What follows belongs to an exercise in optimizing a design on an open flow for small area and a short achievable clock period; a production flow would make more cautious choices.
Power and IR drop assume default switching activity.

==> run C: inputs <==
==> flow/design.v <==
`timescale 1ns / 1ps
module fadd_align #(parameter J = 3) (a,b,sub,s_is_nan,s_is_inf,sign,temp_exp,
op_sub,large_frac23,small_win,small_sticky,shift_lo);
	input [31:0] a,b;
	input sub;
	output s_is_nan, s_is_inf, sign, op_sub;
	output [7:0] temp_exp;
	output [22:0] large_frac23;
	output [25:0] small_win;      
	output small_sticky;          
	output [J-1:0] shift_lo;      
	wire [7:0] ea = a[30:23], eb = b[30:23];
	wire a_ff = &ea, b_ff = &eb;
	wire a_f0 = ~|a[22:0], b_f0 = ~|b[22:0];
	wire a_inf = a_ff & a_f0, b_inf = b_ff & b_f0;
	wire a_nan = a_ff & ~a_f0, b_nan = b_ff & ~b_f0;
	assign op_sub = sub ^ a[31] ^ b[31];
	assign s_is_inf = a_inf | b_inf;
	assign s_is_nan = a_nan | b_nan | (op_sub & a_inf & b_inf);
	wire exchange = b[30:0] > a[30:0];
	wire pay_b = b[21:0] > a[21:0];
	wire x = s_is_nan ? pay_b : exchange;
	wire [30:0] fp_large = x ? b[30:0] : a[30:0];
	wire [30:0] fp_small = x ? a[30:0] : b[30:0];
	assign sign = x ? sub ^ b[31] : a[31];
	assign temp_exp = s_is_nan ? 8'd1 : fp_large[30:23];
	assign large_frac23 = fp_large[22:0];
	wire [23:0] small24 = s_is_nan ? 24'h0 : {|fp_small[30:23], fp_small[22:0]};
	wire [7:0] fa = {ea[7:1], ea[0] | ~|ea};
	wire [7:0] fb = {eb[7:1], eb[0] | ~|eb};
	wire [8:0] d1 = {1'b0, fa} - {1'b0, fb};
	wire [7:0] d2 = fb - fa;
	wire [7:0] d = d1[8] ? d2 : d1[7:0];
	wire [4:0] k = (d >= 8'd26) ? 5'd26 : d[4:0];
	wire [4:0] k_hi = k & ~((5'd1 << J) - 5'd1);
	wire [49:0] y = {small24, 26'h0} >> k_hi;
	assign small_win = y[49:24];
	assign small_sticky = |y[23:0];
	assign shift_lo = k[J-1:0];
endmodule
`timescale 1ns / 1ps
module reg_align_cal #(parameter J = 3) (a_rm,a_is_nan,a_is_inf,a_sign,a_exp,
a_op_sub,a_large_frac,a_small_win,a_small_sticky,a_shift_lo,clk,clrn,e,
c_rm,c_is_nan,c_is_inf,c_sign,c_exp,c_op_sub,c_large_frac,c_small_win,
c_small_sticky,c_shift_lo);  
	input [25:0] a_small_win;
	input [22:0] a_large_frac;
	input [7:0] a_exp;
	input [1:0] a_rm;
	input [J-1:0] a_shift_lo;
	input a_is_nan, a_is_inf, a_sign, a_op_sub, a_small_sticky;
	input e;  
	input clk, clrn;  
	output reg [25:0] c_small_win;
	output reg [22:0] c_large_frac;
	output reg [7:0] c_exp;
	output reg [1:0] c_rm;
	output reg [J-1:0] c_shift_lo;
	output reg c_is_nan,c_is_inf,c_sign,c_op_sub,c_small_sticky;
	always @ (posedge clk or negedge clrn) begin
		if (!clrn) begin
			c_rm <= 0;
			c_is_nan <= 0;
			c_is_inf <= 0;
			c_sign <= 0;
			c_exp <= 0;
			c_op_sub <= 0;
			c_large_frac <= 0;
			c_small_win <= 0;
			c_small_sticky <= 0;
			c_shift_lo <= 0;
		end else if (e) begin
			c_rm <= a_rm;
			c_is_nan <= a_is_nan;
			c_is_inf <= a_is_inf;
			c_sign <= a_sign;
			c_exp <= a_exp;
			c_op_sub <= a_op_sub;
			c_large_frac <= a_large_frac;
			c_small_win <= a_small_win;
			c_small_sticky <= a_small_sticky;
			c_shift_lo <= a_shift_lo;
		end
	end
endmodule
`timescale 1ns / 1ps
module fadd_cal #(parameter J = 3) (op_sub,temp_exp,large_frac23,small_win,
small_sticky,shift_lo,frac,grs,exp0);
	input op_sub;
	input [7:0] temp_exp;
	input [22:0] large_frac23;
	input [25:0] small_win;
	input small_sticky;
	input [J-1:0] shift_lo;
	output [23:0] frac;     
	output [1:0] grs;       
	output [7:0] exp0;      
	wire [25:0] win = small_win >> shift_lo;
	wire [25:0] lost = small_win & ~({26{1'b1}} << shift_lo);
	wire [26:0] small27 = {win, small_sticky | (|lost)};
	wire [27:0] large28 = {1'b0, |temp_exp, large_frac23, 3'b000};
	wire [27:0] cal = op_sub ? large28 - {1'b0, small27} : large28 + {1'b0, small27};
	wire [7:0] ee = {temp_exp[7:1], temp_exp[0] | ~|temp_exp};
	wire [27:0] marker = (ee <= 8'd27) ? (28'h8000000 >> ee) : 28'h0;
	wire [27:0] m = cal | marker;
	reg [4:0] sh;
	integer i;
	always @* begin
		sh = 5'd0;
		for (i = 0; i < 28; i = i + 1)
			if (m[i]) sh = 5'd27 - i;
	end
	wire [27:0] nrm = cal << sh;
	assign frac = nrm[27:4];
	assign grs = {nrm[3], |nrm[2:1]};
	wire [7:0] e1 = temp_exp + 8'd1;
	wire [5:0] lo = {1'b0, e1[4:0]} - {1'b0, sh};
	wire [2:0] hi_m1 = e1[7:5] - 3'd1;
	assign exp0 = {lo[5] ? hi_m1 : e1[7:5], lo[4:0]};
endmodule
`timescale 1ns / 1ps
module reg_cal_norm (c_rm,c_is_nan,c_is_inf,c_sign,c_exp,c_frac,c_grs,
clk,clrn,e,n_rm,n_is_nan,n_is_inf,n_sign,n_exp,n_frac,n_grs);  
	input [23:0] c_frac;
	input [1:0] c_grs;
	input [7:0] c_exp;
	input [1:0] c_rm;
	input c_is_nan, c_is_inf, c_sign;
	input e;  
	input clk, clrn;  
	output reg [23:0] n_frac;
	output reg [1:0] n_grs;
	output reg [7:0] n_exp;
	output reg [1:0] n_rm;
	output reg n_is_nan,n_is_inf,n_sign;
	always @ (posedge clk or negedge clrn) begin
		if (!clrn) begin
			n_rm <= 0;
			n_is_nan <= 0;
			n_is_inf <= 0;
			n_sign <= 0;
			n_exp <= 0;
			n_frac <= 0;
			n_grs <= 0;
		end else if (e) begin
			n_rm <= c_rm;
			n_is_nan <= c_is_nan;
			n_is_inf <= c_is_inf;
			n_sign <= c_sign;
			n_exp <= c_exp;
			n_frac <= c_frac;
			n_grs <= c_grs;
		end
	end
endmodule
`timescale 1ns / 1ps
module fadd_norm (rm,is_nan,is_inf,sign,exp0,frac,grs,s);
	input [1:0] rm;
	input is_nan, is_inf, sign;
	input [7:0] exp0;
	input [23:0] frac;
	input [1:0] grs;
	output [31:0] s;
	wire g = grs[1], st = grs[0];
	wire frac_plus_1 =
		~rm[1] & ~rm[0] & g & (st | frac[0]) |
		~rm[1] &  rm[0] & (g | st) & sign |
		 rm[1] & ~rm[0] & (g | st) & ~sign;
	wire [31:0] pa [0:5];
	assign pa[0] = {9'h0, frac[22:0]};
	genvar l, i;
	generate
		for (l = 0; l < 5; l = l + 1) begin : lv
			for (i = 0; i < 32; i = i + 1) begin : nd
				if ((i >> l) & 1) begin : c
					assign pa[l+1][i] = pa[l][i] & pa[l][((i >> l) << l) - 1];
				end else begin : p
					assign pa[l+1][i] = pa[l][i];
				end
			end
		end
	endgenerate
	wire [22:0] ones = pa[5][22:0];
	wire [22:0] fr_inc = frac[22:0] ^ ({ones[21:0], 1'b1} & {23{frac_plus_1}});
	wire carry = frac_plus_1 & ones[22];
	wire e_ff = &exp0;
	wire e_fe = &exp0[7:1] & ~exp0[0];
	wire [7:0] eo;   
	assign eo[0] = 1'b1;
	generate
		for (i = 1; i < 8; i = i + 1) begin : eon
			assign eo[i] = &exp0[i-1:0];
		end
	endgenerate
	wire [7:0] exp_inc = exp0 ^ (eo & {8{carry}});
	wire [7:0] exponent = frac[23] ? exp_inc : 8'h00;
	wire overflow = frac[23] & (e_ff | e_fe & carry);
	wire to_max = rm[1] & rm[0] | ~rm[1] & rm[0] & ~sign | rm[1] & ~rm[0] & sign;
	assign s = is_nan   ? {1'b1, 8'hff, 1'b1, fr_inc[21:0]} :
	           overflow ? (to_max ? {sign, 8'hfe, 23'h7fffff} : {sign, 8'hff, 23'h0}) :
	           is_inf   ? {sign, 8'hff, 23'h0} :
	                      {sign, exponent, fr_inc};
endmodule
`timescale 1ns / 1ps
module pipelined_fpadder (a,b,sub,rm,s,clk,clrn,e);  
	input clk, clrn;  
	input [31:0] a, b;  
	input [1:0] rm;  
	input sub;  
	input e;  
	output [31:0] s;  
	localparam J = 3;  
	wire a_is_nan, a_is_inf, a_sign, a_op_sub, a_small_sticky;
	wire [7:0] a_exp;
	wire [22:0] a_large_frac;
	wire [25:0] a_small_win;
	wire [J-1:0] a_shift_lo;
	fadd_align #(J) alignment (a,b,sub,a_is_nan,a_is_inf,a_sign,a_exp,a_op_sub,
	a_large_frac,a_small_win,a_small_sticky,a_shift_lo);
	wire c_is_nan, c_is_inf, c_sign, c_op_sub, c_small_sticky;
	wire [7:0] c_exp;
	wire [1:0] c_rm;
	wire [22:0] c_large_frac;
	wire [25:0] c_small_win;
	wire [J-1:0] c_shift_lo;
	reg_align_cal #(J) reg_ac (rm,a_is_nan,a_is_inf,a_sign,a_exp,a_op_sub,
	a_large_frac,a_small_win,a_small_sticky,a_shift_lo,clk,clrn,e,
	c_rm,c_is_nan,c_is_inf,c_sign,c_exp,c_op_sub,c_large_frac,c_small_win,
	c_small_sticky,c_shift_lo);
	wire [23:0] c_frac;
	wire [1:0] c_grs;
	wire [7:0] c_exp0;
	fadd_cal #(J) calculation (c_op_sub,c_exp,c_large_frac,c_small_win,
	c_small_sticky,c_shift_lo,c_frac,c_grs,c_exp0);
	wire [23:0] n_frac;
	wire [1:0] n_grs;
	wire [7:0] n_exp;
	wire [1:0] n_rm;
	wire n_is_nan, n_is_inf, n_sign;
	reg_cal_norm reg_cn (c_rm,c_is_nan,c_is_inf,c_sign,c_exp0,c_frac,c_grs,
	clk,clrn,e,n_rm,n_is_nan,n_is_inf,n_sign,n_exp,n_frac,n_grs);
	fadd_norm normalization (n_rm,n_is_nan,n_is_inf,n_sign,n_exp,n_frac,n_grs,s);
endmodule
==> flow/run.sh <==
#!/bin/bash
# synth_recipe.tcl (not shown) runs the flow's synth.tcl, then flattens the netlist and writes it again
# the make line also repeats each setting of config.mk as NAME=value (left out here)
make -C /OpenROAD-flow-scripts/flow DESIGN_CONFIG=/design/flow/config.mk WORK_HOME=/design/flow/orfs CLKGATE_MAP_FILE= SYNTH_SCRIPT=/design/flow/synth_recipe.tcl finish
==> flow/config.mk <==
export PLATFORM = sky130hd
export DESIGN_NAME = pipelined_fpadder
export DESIGN_NICKNAME = pipelined_fpadder
export VERILOG_FILES = /design/flow/design.v
export SDC_FILE = /design/flow/constraint.sdc
export NUM_CORES = 4
export LEC_CHECK = 0
export ABC_AREA = 1
export CAP_MARGIN = 20
export CORE_MARGIN = 2
export CORE_UTILIZATION = 40
export SETUP_SLACK_MARGIN = 3.5
export SLEW_MARGIN = 20
==> flow/constraint.sdc <==
create_clock -name core_clock -period 10.0 [get_ports {clk}]
set_input_delay 2.0000 -clock core_clock [delete_from_list [all_inputs] [get_ports {clk}]]
set_output_delay 2.0000 -clock core_clock [all_outputs]
set_load 0.01 [all_outputs]
==> run D (differences from run C) <==
--- a/flow/design.v
+++ b/flow/design.v
@@ -29,7 +29,5 @@
 	wire [7:0] fa = {ea[7:1], ea[0] | ~|ea};
 	wire [7:0] fb = {eb[7:1], eb[0] | ~|eb};
-	wire [8:0] d1 = {1'b0, fa} - {1'b0, fb};
-	wire [7:0] d2 = fb - fa;
-	wire [7:0] d = d1[8] ? d2 : d1[7:0];
+	wire [7:0] d = (fa >= fb) ? fa - fb : fb - fa;
 	wire [4:0] k = (d >= 8'd26) ? 5'd26 : d[4:0];
 	wire [4:0] k_hi = k & ~((5'd1 << J) - 5'd1);
@@ -114,8 +112,5 @@
 	assign frac = nrm[27:4];
 	assign grs = {nrm[3], |nrm[2:1]};
-	wire [7:0] e1 = temp_exp + 8'd1;
-	wire [5:0] lo = {1'b0, e1[4:0]} - {1'b0, sh};
-	wire [2:0] hi_m1 = e1[7:5] - 3'd1;
-	assign exp0 = {lo[5] ? hi_m1 : e1[7:5], lo[4:0]};
+	assign exp0 = temp_exp + 8'd1 - {3'b0, sh};
 endmodule
 `timescale 1ns / 1ps
@@ -167,38 +162,12 @@
 		~rm[1] &  rm[0] & (g | st) & sign |
 		 rm[1] & ~rm[0] & (g | st) & ~sign;
-	wire [31:0] pa [0:5];
-	assign pa[0] = {9'h0, frac[22:0]};
-	genvar l, i;
-	generate
-		for (l = 0; l < 5; l = l + 1) begin : lv
-			for (i = 0; i < 32; i = i + 1) begin : nd
-				if ((i >> l) & 1) begin : c
-					assign pa[l+1][i] = pa[l][i] & pa[l][((i >> l) << l) - 1];
-				end else begin : p
-					assign pa[l+1][i] = pa[l][i];
-				end
-			end
-		end
-	endgenerate
-	wire [22:0] ones = pa[5][22:0];
-	wire [22:0] fr_inc = frac[22:0] ^ ({ones[21:0], 1'b1} & {23{frac_plus_1}});
-	wire carry = frac_plus_1 & ones[22];
-	wire e_ff = &exp0;
-	wire e_fe = &exp0[7:1] & ~exp0[0];
-	wire [7:0] eo;   
-	assign eo[0] = 1'b1;
-	generate
-		for (i = 1; i < 8; i = i + 1) begin : eon
-			assign eo[i] = &exp0[i-1:0];
-		end
-	endgenerate
-	wire [7:0] exp_inc = exp0 ^ (eo & {8{carry}});
-	wire [7:0] exponent = frac[23] ? exp_inc : 8'h00;
-	wire overflow = frac[23] & (e_ff | e_fe & carry);
+	wire [30:0] inc = {exp0, frac[22:0]} + {30'h0, frac_plus_1};
+	wire [7:0] exponent = frac[23] ? inc[30:23] : 8'h00;
+	wire overflow = frac[23] & (&exp0 | &inc[30:23]);
 	wire to_max = rm[1] & rm[0] | ~rm[1] & rm[0] & ~sign | rm[1] & ~rm[0] & sign;
-	assign s = is_nan   ? {1'b1, 8'hff, 1'b1, fr_inc[21:0]} :
+	assign s = is_nan   ? {1'b1, 8'hff, 1'b1, inc[21:0]} :
 	           overflow ? (to_max ? {sign, 8'hfe, 23'h7fffff} : {sign, 8'hff, 23'h0}) :
 	           is_inf   ? {sign, 8'hff, 23'h0} :
-	                      {sign, exponent, fr_inc};
+	                      {sign, exponent, inc[22:0]};
 endmodule
 `timescale 1ns / 1ps
Settings changed: ABC_AREA 1 to not set, SETUP_SLACK_MARGIN 3.5 to 0.3.
==> run E (differences from run C) <==
==> flow/design.v (replaced) <==
`timescale 1ns / 1ps
module fadd_align (a,b,sub,s_is_nan,s_is_inf,sign,temp_exp,
op_sub,large_frac23,small_win,small_sticky);
	input [31:0] a,b;
	input sub;
	output s_is_nan, s_is_inf, sign, op_sub;
	output [7:0] temp_exp;
	output [22:0] large_frac23;
	output [25:0] small_win;      
	output small_sticky;          
	wire [7:0] ea = a[30:23], eb = b[30:23];
	wire a_ff = &ea, b_ff = &eb;
	wire a_f0 = ~|a[22:0], b_f0 = ~|b[22:0];
	wire a_inf = a_ff & a_f0, b_inf = b_ff & b_f0;
	wire a_nan = a_ff & ~a_f0, b_nan = b_ff & ~b_f0;
	assign op_sub = sub ^ a[31] ^ b[31];
	assign s_is_inf = a_inf | b_inf;
	assign s_is_nan = a_nan | b_nan | (op_sub & a_inf & b_inf);
	wire pay_b = b[21:0] > a[21:0];
	wire exchange = (b[30:22] > a[30:22]) | (b[30:22] == a[30:22]) & pay_b;
	wire x = s_is_nan ? pay_b : exchange;
	wire [30:0] fp_large = x ? b[30:0] : a[30:0];
	wire [30:0] fp_small = x ? a[30:0] : b[30:0];
	assign sign = x ? sub ^ b[31] : a[31];
	assign temp_exp = fp_large[30:23];
	assign large_frac23 = fp_large[22:0];
	wire [23:0] small24 = {|fp_small[30:23], fp_small[22:0]};
	wire [7:0] fa = {ea[7:1], ea[0] | ~|ea};
	wire [7:0] fb = {eb[7:1], eb[0] | ~|eb};
	wire [8:0] d1 = {1'b0, fa} - {1'b0, fb};
	wire [7:0] d2 = fb - fa;
	wire [7:0] d = d1[8] ? d2 : d1[7:0];
	wire sat = |d[7:5] | s_is_nan;
	wire [49:0] y = {small24, 26'h0} >> d[4:0];
	assign small_win = sat ? 26'h0 : y[49:24];
	wire [23:0] po;
	assign po[0] = small24[0];
	genvar i;
	generate
		for (i = 1; i < 24; i = i + 1) begin : por
			assign po[i] = po[i-1] | small24[i];
		end
	endgenerate
	wire [31:0] q = {{6{po[23]}}, po[22:0], 3'b000};
	assign small_sticky = ~s_is_nan & (sat ? po[23] : q[d[4:0]]);
endmodule
`timescale 1ns / 1ps
module reg_align_cal (a_rm,a_is_nan,a_is_inf,a_sign,a_exp,
a_op_sub,a_large_frac,a_small_win,a_small_sticky,clk,clrn,e,
c_rm,c_is_nan,c_is_inf,c_sign,c_exp,c_op_sub,c_large_frac,c_small_win,
c_small_sticky,c_valid);  
	input [25:0] a_small_win;
	input [22:0] a_large_frac;
	input [7:0] a_exp;
	input [1:0] a_rm;
	input a_is_nan, a_is_inf, a_sign, a_op_sub, a_small_sticky;
	input e;  
	input clk, clrn;  
	output reg [25:0] c_small_win;
	output reg [22:0] c_large_frac;
	output reg [7:0] c_exp;
	output reg [1:0] c_rm;
	output reg c_is_nan,c_is_inf,c_sign,c_op_sub,c_small_sticky;
	output reg c_valid;
	always @ (posedge clk or negedge clrn) begin
		if (!clrn) c_valid <= 0;
		else if (e) c_valid <= 1'b1;
	end
	always @ (posedge clk) begin
		if (e) begin
			c_rm <= a_rm;
			c_is_nan <= a_is_nan;
			c_is_inf <= a_is_inf;
			c_sign <= a_sign;
			c_exp <= a_exp;
			c_op_sub <= a_op_sub;
			c_large_frac <= a_large_frac;
			c_small_win <= a_small_win;
			c_small_sticky <= a_small_sticky;
		end
	end
endmodule
`timescale 1ns / 1ps
module fadd_cal (op_sub,temp_exp,large_frac23,small_win,
small_sticky,valid,frac,grs,exp0);
	input op_sub;
	input [7:0] temp_exp;
	input [22:0] large_frac23;
	input [25:0] small_win;
	input small_sticky;
	input valid;            
	output [23:0] frac;     
	output [1:0] grs;       
	output [7:0] exp0;      
	wire [26:0] small27 = {small_win, small_sticky};
	wire [27:0] large28 = {1'b0, |temp_exp, large_frac23, 3'b000};
	wire [27:0] cal;
	fadd_add28 adder (large28, {1'b0, small27} ^ {28{op_sub}}, op_sub, cal);
	wire [7:0] ee = {temp_exp[7:1], temp_exp[0] | ~|temp_exp};
	wire [27:0] marker = (ee <= 8'd27) ? (28'h8000000 >> ee) : 28'h0;
	wire [27:0] m = cal | marker;
	wire [4:0] lz;
	fadd_lzc32 lzc ({m, 4'h0}, lz);
	wire [4:0] sh = valid ? lz : 5'd31;
	wire [27:0] nrm = cal << sh;
	assign frac = nrm[27:4];
	assign grs = {nrm[3], |nrm[2:1]};
	wire [7:0] e1 = temp_exp + 8'd1;
	wire [5:0] lo = {1'b0, e1[4:0]} - {1'b0, sh};
	wire [2:0] hi_m1 = e1[7:5] - 3'd1;
	assign exp0 = {lo[5] ? hi_m1 : e1[7:5], lo[4:0]};
endmodule
module fadd_add28 (x, y, ci, sum);
	input [27:0] x, y;
	input ci;
	output [27:0] sum;
	wire [31:0] g [0:5];
	wire [31:0] p [0:5];
	assign g[0] = {3'b0, x & y, ci};
	assign p[0] = {3'b0, x ^ y, 1'b0};
	genvar l, i;
	generate
		for (l = 0; l < 5; l = l + 1) begin : lv
			for (i = 0; i < 32; i = i + 1) begin : nd
				if ((i >> l) & 1) begin : c
					assign g[l+1][i] = g[l][i] | p[l][i] & g[l][((i >> l) << l) - 1];
					assign p[l+1][i] = p[l][i] & p[l][((i >> l) << l) - 1];
				end else begin : k
					assign g[l+1][i] = g[l][i];
					assign p[l+1][i] = p[l][i];
				end
			end
		end
	endgenerate
	assign sum = (x ^ y) ^ g[5][27:0];
endmodule
module fadd_lzc32 (x, lz);
	input [31:0] x;
	output [4:0] lz;
	wire [31:0] v [0:5];
	wire [4:0] c [0:5][0:31];
	genvar l, i;
	generate
		for (i = 0; i < 32; i = i + 1) begin : leaf
			assign v[0][i] = x[i];
			assign c[0][i] = 5'd0;
		end
		for (l = 1; l <= 5; l = l + 1) begin : lv
			for (i = 0; i < (32 >> l); i = i + 1) begin : nd
				wire hv = v[l-1][2*i+1];
				assign v[l][i] = hv | v[l-1][2*i];
				assign c[l][i] = hv ? c[l-1][2*i+1] : (c[l-1][2*i] | (5'd1 << (l-1)));
			end
			for (i = (32 >> l); i < 32; i = i + 1) begin : pad
				assign v[l][i] = 1'b0;
				assign c[l][i] = 5'd0;
			end
		end
	endgenerate
	assign lz = c[5][0];
endmodule
`timescale 1ns / 1ps
module reg_cal_norm (c_rm,c_is_nan,c_is_inf,c_sign,c_exp,c_frac,c_grs,c_valid,
clk,clrn,e,n_rm,n_is_nan,n_is_inf,n_sign,n_exp,n_frac,n_grs);  
	input [23:0] c_frac;
	input [1:0] c_grs;
	input [7:0] c_exp;
	input [1:0] c_rm;
	input c_is_nan, c_is_inf, c_sign, c_valid;
	input e;  
	input clk, clrn;  
	output reg [23:0] n_frac;
	output reg [1:0] n_grs;
	output reg [7:0] n_exp;
	output reg [1:0] n_rm;
	output reg n_is_nan,n_is_inf,n_sign;
	always @ (posedge clk or negedge clrn) begin
		if (!clrn) begin
			n_is_nan <= 0;
			n_is_inf <= 0;
			n_sign <= 0;
			n_frac <= 0;
			n_grs <= 0;
		end else if (e) begin
			n_is_nan <= c_is_nan & c_valid;
			n_is_inf <= c_is_inf & c_valid;
			n_sign <= c_sign & c_valid;
			n_frac <= c_frac;
			n_grs <= c_grs;
		end
	end
	always @ (posedge clk) begin
		if (e) begin
			n_rm <= c_rm;
			n_exp <= c_exp;
		end
	end
endmodule
`timescale 1ns / 1ps
module fadd_norm (rm,is_nan,is_inf,sign,exp0,frac,grs,s);
	input [1:0] rm;
	input is_nan, is_inf, sign;
	input [7:0] exp0;
	input [23:0] frac;
	input [1:0] grs;
	output [31:0] s;
	wire g = grs[1], st = grs[0];
	wire frac_plus_1 =
		~rm[1] & ~rm[0] & g & (st | frac[0]) |
		~rm[1] &  rm[0] & (g | st) & sign |
		 rm[1] & ~rm[0] & (g | st) & ~sign;
	wire [31:0] pa [0:5];
	assign pa[0] = {9'h0, frac[22:0]};
	genvar l, i;
	generate
		for (l = 0; l < 5; l = l + 1) begin : lv
			for (i = 0; i < 32; i = i + 1) begin : nd
				if ((i >> l) & 1) begin : c
					assign pa[l+1][i] = pa[l][i] & pa[l][((i >> l) << l) - 1];
				end else begin : p
					assign pa[l+1][i] = pa[l][i];
				end
			end
		end
	endgenerate
	wire [22:0] ones = pa[5][22:0];
	wire [22:0] fr_inc = frac[22:0] ^ ({ones[21:0], 1'b1} & {23{frac_plus_1}});
	wire carry = frac_plus_1 & ones[22];
	wire e_ff = &exp0;
	wire e_fe = &exp0[7:1] & ~exp0[0];
	wire [7:0] eo;   
	assign eo[0] = 1'b1;
	generate
		for (i = 1; i < 8; i = i + 1) begin : eon
			assign eo[i] = &exp0[i-1:0];
		end
	endgenerate
	wire [7:0] exp_inc = exp0 ^ (eo & {8{carry}});
	wire [7:0] exponent = frac[23] ? exp_inc : 8'h00;
	wire overflow = frac[23] & (e_ff | e_fe & carry);
	wire to_max = rm[1] & rm[0] | ~rm[1] & rm[0] & ~sign | rm[1] & ~rm[0] & sign;
	assign s = is_nan   ? {1'b1, 8'hff, 1'b1, fr_inc[21:0]} :
	           overflow ? (to_max ? {sign, 8'hfe, 23'h7fffff} : {sign, 8'hff, 23'h0}) :
	           is_inf   ? {sign, 8'hff, 23'h0} :
	                      {sign, exponent, fr_inc};
endmodule
`timescale 1ns / 1ps
module pipelined_fpadder (a,b,sub,rm,s,clk,clrn,e);  
	input clk, clrn;  
	input [31:0] a, b;  
	input [1:0] rm;  
	input sub;  
	input e;  
	output [31:0] s;  
	wire a_is_nan, a_is_inf, a_sign, a_op_sub, a_small_sticky;
	wire [7:0] a_exp;
	wire [22:0] a_large_frac;
	wire [25:0] a_small_win;
	fadd_align alignment (a,b,sub,a_is_nan,a_is_inf,a_sign,a_exp,a_op_sub,
	a_large_frac,a_small_win,a_small_sticky);
	wire c_is_nan, c_is_inf, c_sign, c_op_sub, c_small_sticky;
	wire [7:0] c_exp;
	wire c_valid;
	wire [1:0] c_rm;
	wire [22:0] c_large_frac;
	wire [25:0] c_small_win;
	reg_align_cal reg_ac (rm,a_is_nan,a_is_inf,a_sign,a_exp,a_op_sub,
	a_large_frac,a_small_win,a_small_sticky,clk,clrn,e,
	c_rm,c_is_nan,c_is_inf,c_sign,c_exp,c_op_sub,c_large_frac,c_small_win,
	c_small_sticky,c_valid);
	wire [23:0] c_frac;
	wire [1:0] c_grs;
	wire [7:0] c_exp0;
	fadd_cal calculation (c_op_sub,c_exp,c_large_frac,c_small_win,
	c_small_sticky,c_valid,c_frac,c_grs,c_exp0);
	wire [23:0] n_frac;
	wire [1:0] n_grs;
	wire [7:0] n_exp;
	wire [1:0] n_rm;
	wire n_is_nan, n_is_inf, n_sign;
	reg_cal_norm reg_cn (c_rm,c_is_nan,c_is_inf,c_sign,c_exp0,c_frac,c_grs,c_valid,
	clk,clrn,e,n_rm,n_is_nan,n_is_inf,n_sign,n_exp,n_frac,n_grs);
	fadd_norm normalization (n_rm,n_is_nan,n_is_inf,n_sign,n_exp,n_frac,n_grs,s);
endmodule
==> flow/flow/run.sh (new file) <==
#!/bin/bash
# The standard layout (standard.sh, its own synthesis script and
# registers), with two changes to how the layout is made:
# - plain buffers on the ports in place of the delay cells buffer_ports picks
#   by default (every port still gets its buffer);
# - no full/half adder cells in synthesis (ADDER_MAP_FILE empty), so abc maps
#   the arithmetic as plain logic and can restructure it;
# - timing repair aims at 5 ns of setup slack.
set -euo pipefail
export BUFFER_PORTS_ARGS="-buffer_cell sky130_fd_sc_hd__buf_2"
bash standard.sh ADDER_MAP_FILE= SETUP_SLACK_MARGIN=5 finish > standard_make.log 2>&1
==> flow/standard.sh (new file) <==
#!/bin/bash
# synth_recipe.tcl (not shown) runs the flow's synth.tcl, then flattens the netlist and writes it again
# the make line also repeats each setting of config.mk as NAME=value (left out here)
make -C /OpenROAD-flow-scripts/flow DESIGN_CONFIG=/design/flow/config.mk WORK_HOME=/design/flow/orfs CLKGATE_MAP_FILE= SYNTH_SCRIPT=/design/flow/synth_recipe.tcl "${@:-finish}"
Settings changed: SETUP_SLACK_MARGIN 3.5 to not set, SYNTH_HIERARCHICAL set to 1.
removed: flow/run.sh
==> qor.csv <==
stage;metric;value;unit
status;outcome;no timing/DRC/antenna violations;
routing;drt_wl_total;47.1;mm
sta;slew_headroom;38.6;%
sta;period_needed;6590;ps
final_layout;clkbuf_count;10;
global_routing;grt_first_pass_wirelength;74.4;mm
sta;fin_ws;3410;ps
place;dpl.hpwl;37.1;mm
routing;drt_iter0_markers;1578;
setup_path;required;8000;ps
logic_synthesis;synth.most_common_cell;nand2_1;
final_layout;design_area;0.0155;sq mm
sta;holdWs;479;ps
The numbers above come from run C.

==> qor.csv <==
stage;metric;value;unit
status;outcome;no timing/DRC/antenna violations;
final_layout;clkbuf_count;10;
place;dpl.hpwl;31.7;mm
setup_path;required;10220;ps
routing;drt_wl_total;40.1;mm
sta;holdWs;428;ps
logic_synthesis;synth.most_common_cell;nand2_1;
sta;period_needed;4740;ps
global_routing;grt_first_pass_wirelength;63.7;mm
The numbers above come from run E.

==> qor.csv <==
stage;metric;value;unit
status;outcome;no timing/DRC/antenna violations;
sta;fin_ws;1700;ps
sta;holdWs;477;ps
clock_network;clk_pin_slew;80;ps
global_routing;use_met3;3.08;%
routing;drc;0;
global_routing;grt_first_pass_wirelength;73.7;mm
setup_path;required;10250;ps
routing;drt-pass1-iter-count;7;
pwr;p_sw_share;48.7;%
logic_synthesis;synth.most_common_cell;nor2_1;
sta;period_needed;8300;ps
place;dpl.hpwl;37.7;mm
final_layout;design_area;0.0157;sq mm
routing;drt_wl_total;46.7;mm
routing;dr_total_vias;14100;
The numbers above come from run D.

No run of this note included a check of the RTL's function; only the layout flow was run.

==> port drivers added, routing unchanged <==
Ports are ideal in the flow. The routed layouts listed here were re-timed in OpenROAD. Step 1, drivers: a clkbuf_16 drives clk and a buf_2 each remaining input, both assumed. Step 2 adds t to the input delays and takes it off the output delays; t is the mean of the earliest and latest rising clock arrival at the registers after step 1. Input paths then give back, and output paths get back, about the clock's delay inside the block. Slacks: no drivers / after step 1 / after step 2; pairs: no drivers / after step 1.
run	t (ns)	setup WS [ns]	clock arrival spread, ns	worst register clock-pin slew, ns	worst data-port slew with drivers (ns)
run C	0.407	3.415 / 3.369 / 3.373	0.009 / 0.009	0.08 / 0.08	0.05
run D	0.400	1.702 / 1.702 / 1.702	0.013 / 0.013	0.08 / 0.08	0.04
run E	0.402	5.262 / 5.286 / 4.884	0.014 / 0.014	0.08 / 0.08	0.05
After both steps every run listed still meets setup and hold. For run E, which loses most, drivers alone change the setup slack by +0.024 ns; drivers and shift together by -0.378 ns.
